This is an optimization exercise on Yosys and OpenROAD, whose aim is small area, a short achievable clock period and few clock cycles per item, not a production implementation.
Only simulation tests tie the RTL to the original design; equivalence was not proved.
The flow treats the clock pin as an ideal source, which a real chip does not have.

==> run a <==
==> flow/design.v (excerpt) <==
module SNN(
	clk,
	rst_n,
	in_valid,
	img,
	ker,
	weight,
	out_valid,
	out_data
);
Settings: LEC_CHECK=0, CAP_MARGIN=20, CORE_MARGIN=2, CORE_UTILIZATION=40, SLEW_MARGIN=20, SYNTH_HIERARCHICAL=1; clock period 25.0 ns.
standard.sh (not shown) runs the stock make flow with config.mk's settings and CLKGATE_MAP_FILE= SYNTH_SCRIPT=/design/flow/synth_recipe.tcl, a recipe that flattens the netlist after the stock synthesis.
==> flow/flow/run.sh <==
#!/bin/bash
set -o pipefail
cp standard.sh standard_sh.log
export BUFFER_PORTS_ARGS="-buffer_cell sky130_fd_sc_hd__buf_2"
bash standard.sh > standard.log 2>&1
==> inputs of run b, as changes to run a <==
==> flow/run.sh (new file) <==
#!/bin/bash
# synth_recipe.tcl (not shown) runs the flow's synth.tcl, then flattens the netlist and writes it again
# the make line also repeats each setting of config.mk as NAME=value (left out here)
make -C /OpenROAD-flow-scripts/flow DESIGN_CONFIG=/design/flow/config.mk WORK_HOME=/design/flow/orfs CLKGATE_MAP_FILE= SYNTH_SCRIPT=/design/flow/synth_recipe.tcl finish
--- a/flow/config.mk
+++ b/flow/config.mk
@@ -8,5 +8,6 @@
 export CAP_MARGIN = 20
 export CORE_MARGIN = 2
-export CORE_UTILIZATION = 40
+export CORE_UTILIZATION = 55
+export GPL_TIMING_DRIVEN = 0
 export SLEW_MARGIN = 20
 export SYNTH_HIERARCHICAL = 1
removed: flow/flow/run.sh
removed: flow/standard.sh
==> summary of the runs <==
In sequential cell count, run b and run a do not differ.
In run a the via count is lower than in run b, by 2.5%.
Of run a and run b, run b has the higher hold slack (gap 12 ps).
Between run b and run a, the lower setup slack is in run b (gap 630 ps).
Testbench counts of run a, summed over its fixed seeds: cycles 9,984, items 128.
Testbench counts of run b, summed over its fixed seeds: cycles 9,984, items 128.

---

==> 04-07: inputs <==
Another version of the RTL of SNN (not shown whole).
Settings: LEC_CHECK=0, CAP_MARGIN=20, CORE_MARGIN=2, CORE_UTILIZATION=40, CTS_CLUSTER_DIAMETER=120, CTS_CLUSTER_SIZE=20, SLEW_MARGIN=20, SYNTH_HIERARCHICAL=1; clock period 25.0 ns.
==> flow/flow/run.sh <==
#!/bin/bash
set -eo pipefail
cp standard.sh standard_sh.log
export BUFFER_PORTS_ARGS="-buffer_cell sky130_fd_sc_hd__buf_2"
bash standard.sh cts > standard_cts.log 2>&1
ODB=$(ls orfs/results/*/SNN/base/4_cts.odb)
ODB=$ODB openroad -no_init -exit flow/unroot.tcl > unroot.log 2>&1
bash standard.sh finish > standard_finish.log 2>&1
==> flow/flow/unroot.tcl <==
# Drop the clock tree's root buffer: the clock port then drives the first
# level of the tree directly (it has only a few loads there).
set f $::env(ODB)
read_db $f
set block [ord::get_db_block]
set clk_bterm [$block findBTerm clk]
set clk_net [$clk_bterm getNet]
set loads {}
foreach it [$clk_net getITerms] { lappend loads $it }
if {[llength $loads] != 1} { puts "UNROOT: clock port has [llength $loads] loads, left as is"; exit 0 }
set root [[lindex $loads 0] getInst]
set master [[$root getMaster] getName]
if {![string match "sky130_fd_sc_hd__clkbuf_*" $master]} { puts "UNROOT: root is $master, left as is"; exit 0 }
set out_net ""
foreach it [$root getITerms] {
  if {[$it isOutputSignal]} { set out_net [$it getNet] }
}
set moved {}
foreach it [$out_net getITerms] {
  if {[$it getInst] != $root} { lappend moved $it }
}
if {[llength $moved] > 4} { puts "UNROOT: root drives [llength $moved] cells, left as is"; exit 0 }
foreach it $moved {
  $it disconnect
  $it connect $clk_net
}
puts "UNROOT: removed [$root getName] ($master), clock port now drives [llength $moved] cells"
odb::dbInst_destroy $root
odb::dbNet_destroy $out_net
write_db $f
==> 08-08: changes against 04-07 <==
--- a/flow/design.v
+++ b/flow/design.v
@@ -1610,11 +1610,12 @@
 FA u_n1463 (.a(n1437), .b(n1414), .c(n1436), .s(n1463), .co(n1464));
 wire n1465, n1466;
 FA u_n1465 (.a(~(fc_p[7] & w0[7])), .b(x2gc[14]), .c(n1438), .s(n1465), .co(n1466));
 wire [16:0] fc_c0 = {x2gc[16], x2gc[15], n1465, n1463, n1461, n1459, n1457, n1455, n1453, n1451, n1449, n1447, n1445, n1443, n1441, n1439, ~(fc_p[0] & w0[0])};
 wire [16:0] fc_c1 = {1'b1, n1466, n1464, n1462, n1460, n1458, n1456, n1454, n1452, n1450, n1448, n1446, n1444, n1442, n1440, x2gc[1], x2gc[0]};
-wire [16:0] fc_sum_n = fc_c0 - ~fc_c1;
+wire [16:0] fc_sum_n;
+ADDBK17 u_fc (.a(fc_c0), .b(fc_c1), .y(fc_sum_n));
 wire n1467 = ~(x1h_n[8]);
 wire n1468 = ~(x1h_n[8]);
 wire n1469 = ~(x1h_n[9] ^ x1h_n[1]);
 wire n1470 = x1h_n[9] | x1h_n[1];
 wire n1471 = ~(x1h_n[10] ^ x1h_n[2]);
@@ -1704,14 +1705,111 @@
 endmodule
 module FA(input a, input b, input c, output s, output co);
 assign {co, s} = a + b + c;
 endmodule
 module ADD8(input [7:0] a, input [7:0] b, output [7:0] y);
-assign y = a + b;
+wire [7:0] p = a ^ b;
+wire [7:0] g = a & b;
+wire G0_1 = g[1] | (p[1] & g[0]);
+wire P0_1 = p[1] & p[0];
+wire G0_3 = g[3] | (p[3] & g[2]);
+wire P0_3 = p[3] & p[2];
+wire G0_5 = g[5] | (p[5] & g[4]);
+wire P0_5 = p[5] & p[4];
+wire G0_7 = g[7] | (p[7] & g[6]);
+wire P0_7 = p[7] & p[6];
+wire G1_2 = g[2] | (p[2] & G0_1);
+wire P1_2 = p[2] & P0_1;
+wire G1_3 = G0_3 | (P0_3 & G0_1);
+wire P1_3 = P0_3 & P0_1;
+wire G1_6 = g[6] | (p[6] & G0_5);
+wire P1_6 = p[6] & P0_5;
+wire G1_7 = G0_7 | (P0_7 & G0_5);
+wire P1_7 = P0_7 & P0_5;
+wire G2_4 = g[4] | (p[4] & G1_3);
+wire P2_4 = p[4] & P1_3;
+wire G2_5 = G0_5 | (P0_5 & G1_3);
+wire P2_5 = P0_5 & P1_3;
+wire G2_6 = G1_6 | (P1_6 & G1_3);
+wire P2_6 = P1_6 & P1_3;
+wire G2_7 = G1_7 | (P1_7 & G1_3);
+wire P2_7 = P1_7 & P1_3;
+assign y = p ^ {G2_6, G2_5, G2_4, G1_3, G1_2, G0_1, g[0], 1'b0};
 endmodule
 module ADD8P1(input [7:0] a, input [7:0] b, output [7:0] y);
-assign y = a - ~b;
+wire [7:0] p = a ^ b;
+wire [7:0] g = a & b;
+wire g0c = g[0] | p[0];
+wire G0_1 = g[1] | (p[1] & g0c);
+wire P0_1 = p[1] & p[0];
+wire G0_3 = g[3] | (p[3] & g[2]);
+wire P0_3 = p[3] & p[2];
+wire G0_5 = g[5] | (p[5] & g[4]);
+wire P0_5 = p[5] & p[4];
+wire G0_7 = g[7] | (p[7] & g[6]);
+wire P0_7 = p[7] & p[6];
+wire G1_2 = g[2] | (p[2] & G0_1);
+wire P1_2 = p[2] & P0_1;
+wire G1_3 = G0_3 | (P0_3 & G0_1);
+wire P1_3 = P0_3 & P0_1;
+wire G1_6 = g[6] | (p[6] & G0_5);
+wire P1_6 = p[6] & P0_5;
+wire G1_7 = G0_7 | (P0_7 & G0_5);
+wire P1_7 = P0_7 & P0_5;
+wire G2_4 = g[4] | (p[4] & G1_3);
+wire P2_4 = p[4] & P1_3;
+wire G2_5 = G0_5 | (P0_5 & G1_3);
+wire P2_5 = P0_5 & P1_3;
+wire G2_6 = G1_6 | (P1_6 & G1_3);
+wire P2_6 = P1_6 & P1_3;
+wire G2_7 = G1_7 | (P1_7 & G1_3);
+wire P2_7 = P1_7 & P1_3;
+assign y = p ^ {G2_6, G2_5, G2_4, G1_3, G1_2, G0_1, g0c, 1'b1};
+endmodule
+module ADDBK17(input [16:0] a, input [16:0] b, output [16:0] y);
+wire [16:0] p = a ^ b;
+wire [16:0] g = a & b;
+wire g0c = g[0] | p[0];
+wire G_1_0 = g[1] | (p[1] & g0c);
+wire G_3_2 = g[3] | (p[3] & g[2]);
+wire P_3_2 = p[3] & p[2];
+wire G_5_4 = g[5] | (p[5] & g[4]);
+wire P_5_4 = p[5] & p[4];
+wire G_7_6 = g[7] | (p[7] & g[6]);
+wire P_7_6 = p[7] & p[6];
+wire G_9_8 = g[9] | (p[9] & g[8]);
+wire P_9_8 = p[9] & p[8];
+wire G_11_10 = g[11] | (p[11] & g[10]);
+wire P_11_10 = p[11] & p[10];
+wire G_13_12 = g[13] | (p[13] & g[12]);
+wire P_13_12 = p[13] & p[12];
+wire G_15_14 = g[15] | (p[15] & g[14]);
+wire P_15_14 = p[15] & p[14];
+wire G_3_0 = G_3_2 | (P_3_2 & G_1_0);
+wire G_7_4 = G_7_6 | (P_7_6 & G_5_4);
+wire P_7_4 = P_7_6 & P_5_4;
+wire G_11_8 = G_11_10 | (P_11_10 & G_9_8);
+wire P_11_8 = P_11_10 & P_9_8;
+wire G_15_12 = G_15_14 | (P_15_14 & G_13_12);
+wire P_15_12 = P_15_14 & P_13_12;
+wire G_7_0 = G_7_4 | (P_7_4 & G_3_0);
+wire G_15_8 = G_15_12 | (P_15_12 & G_11_8);
+wire P_15_8 = P_15_12 & P_11_8;
+wire G_15_0 = G_15_8 | (P_15_8 & G_7_0);
+wire G_11_0 = G_11_8 | (P_11_8 & G_7_0);
+wire G_5_0 = G_5_4 | (P_5_4 & G_3_0);
+wire G_9_0 = G_9_8 | (P_9_8 & G_7_0);
+wire G_13_0 = G_13_12 | (P_13_12 & G_11_0);
+wire G_2_0 = g[2] | (p[2] & G_1_0);
+wire G_4_0 = g[4] | (p[4] & G_3_0);
+wire G_6_0 = g[6] | (p[6] & G_5_0);
+wire G_8_0 = g[8] | (p[8] & G_7_0);
+wire G_10_0 = g[10] | (p[10] & G_9_0);
+wire G_12_0 = g[12] | (p[12] & G_11_0);
+wire G_14_0 = g[14] | (p[14] & G_13_0);
+wire G_16_0 = g[16] | (p[16] & G_15_0);
+assign y[16:0] = p ^ {G_15_0, G_14_0, G_13_0, G_12_0, G_11_0, G_10_0, G_9_0, G_8_0, G_7_0, G_6_0, G_5_0, G_4_0, G_3_0, G_2_0, G_1_0, g0c, 1'b1};
 endmodule
 module SGN1(input [9:0] a, input [9:0] b, output y);
 wire [9:0] t = a - ~b;
 assign y = t[9];
 endmodule
==> flow/config.mk (replaced) <==
export PLATFORM = sky130hd
export DESIGN_NAME = SNN
export DESIGN_NICKNAME = SNN
export VERILOG_FILES = /design/flow/design.v
export SDC_FILE = /design/flow/constraint.sdc
export NUM_CORES = 4
export LEC_CHECK = 0
export CAP_MARGIN = 40
export CORE_MARGIN = 2
export CORE_UTILIZATION = 40
export CTS_CLUSTER_DIAMETER = 120
export CTS_CLUSTER_SIZE = 20
export SLEW_MARGIN = 60
export SYNTH_HIERARCHICAL = 1
==> results.toml <==
[outcome]
outcome = "complete, no violations"

[place]
dp.cells = 3748

[synth]
syn_avg_cell_area_um2 = 11.8
synth.top_cell.area_share_pct = 41.8
synth.area.top_cells = "fa_1 (42%), edfxtp_1 (15%), dfxtp_1 (12%)"

[floorplan]
core.rowCount = 105
fp.dieW_um = 291

[cells_and_area]
layout.nets = 3594

[drt]
wl_per_cell_um = 20.8
(the above is from 04-07)
==> results.toml <==
[outcome]
outcome = "complete, no violations"

[drt]
wl_per_cell_um = 21.0

[synth]
synth.top_cell.area_share_pct = 42.7

[pwr]
(the above is from 08-08)
Testbench counts of 04-07, summed over its fixed seeds: cycles 9,984, items 128.
Testbench counts of 08-08, summed over its fixed seeds: cycles 9,984, items 128.

-- separate check: timing with driven ports --
The flow's constraints put no driver on any port. The routed layouts listed below were extracted and timed again, unchanged, in two steps.
Step 1, drivers: a clkbuf_16 drives clk and a buf_2 each remaining input, both assumed.
Step 2 also shifts input and output timing later by t, the mid clock arrival at the registers, as if the neighbouring blocks saw the same clock.
a / b / c = ideal ports / drivers / drivers and shift; a / b = the first two.
| run | t, ns | setup WS [ns] | worst setup path after step 2 |
|---|---|---|---|
| run a | 0.670 | 18.380 / 18.380 / 18.380 | register to register |
| run b | 0.626 | 17.754 / 17.754 / 17.754 | register to register |
| 04-07 | 0.523 | 18.684 / 18.684 / 18.684 | register to register |
| 08-08 | 0.514 | 19.030 / 18.955 / 19.139 | register to register |
After both steps setup and hold are still met in every run listed.
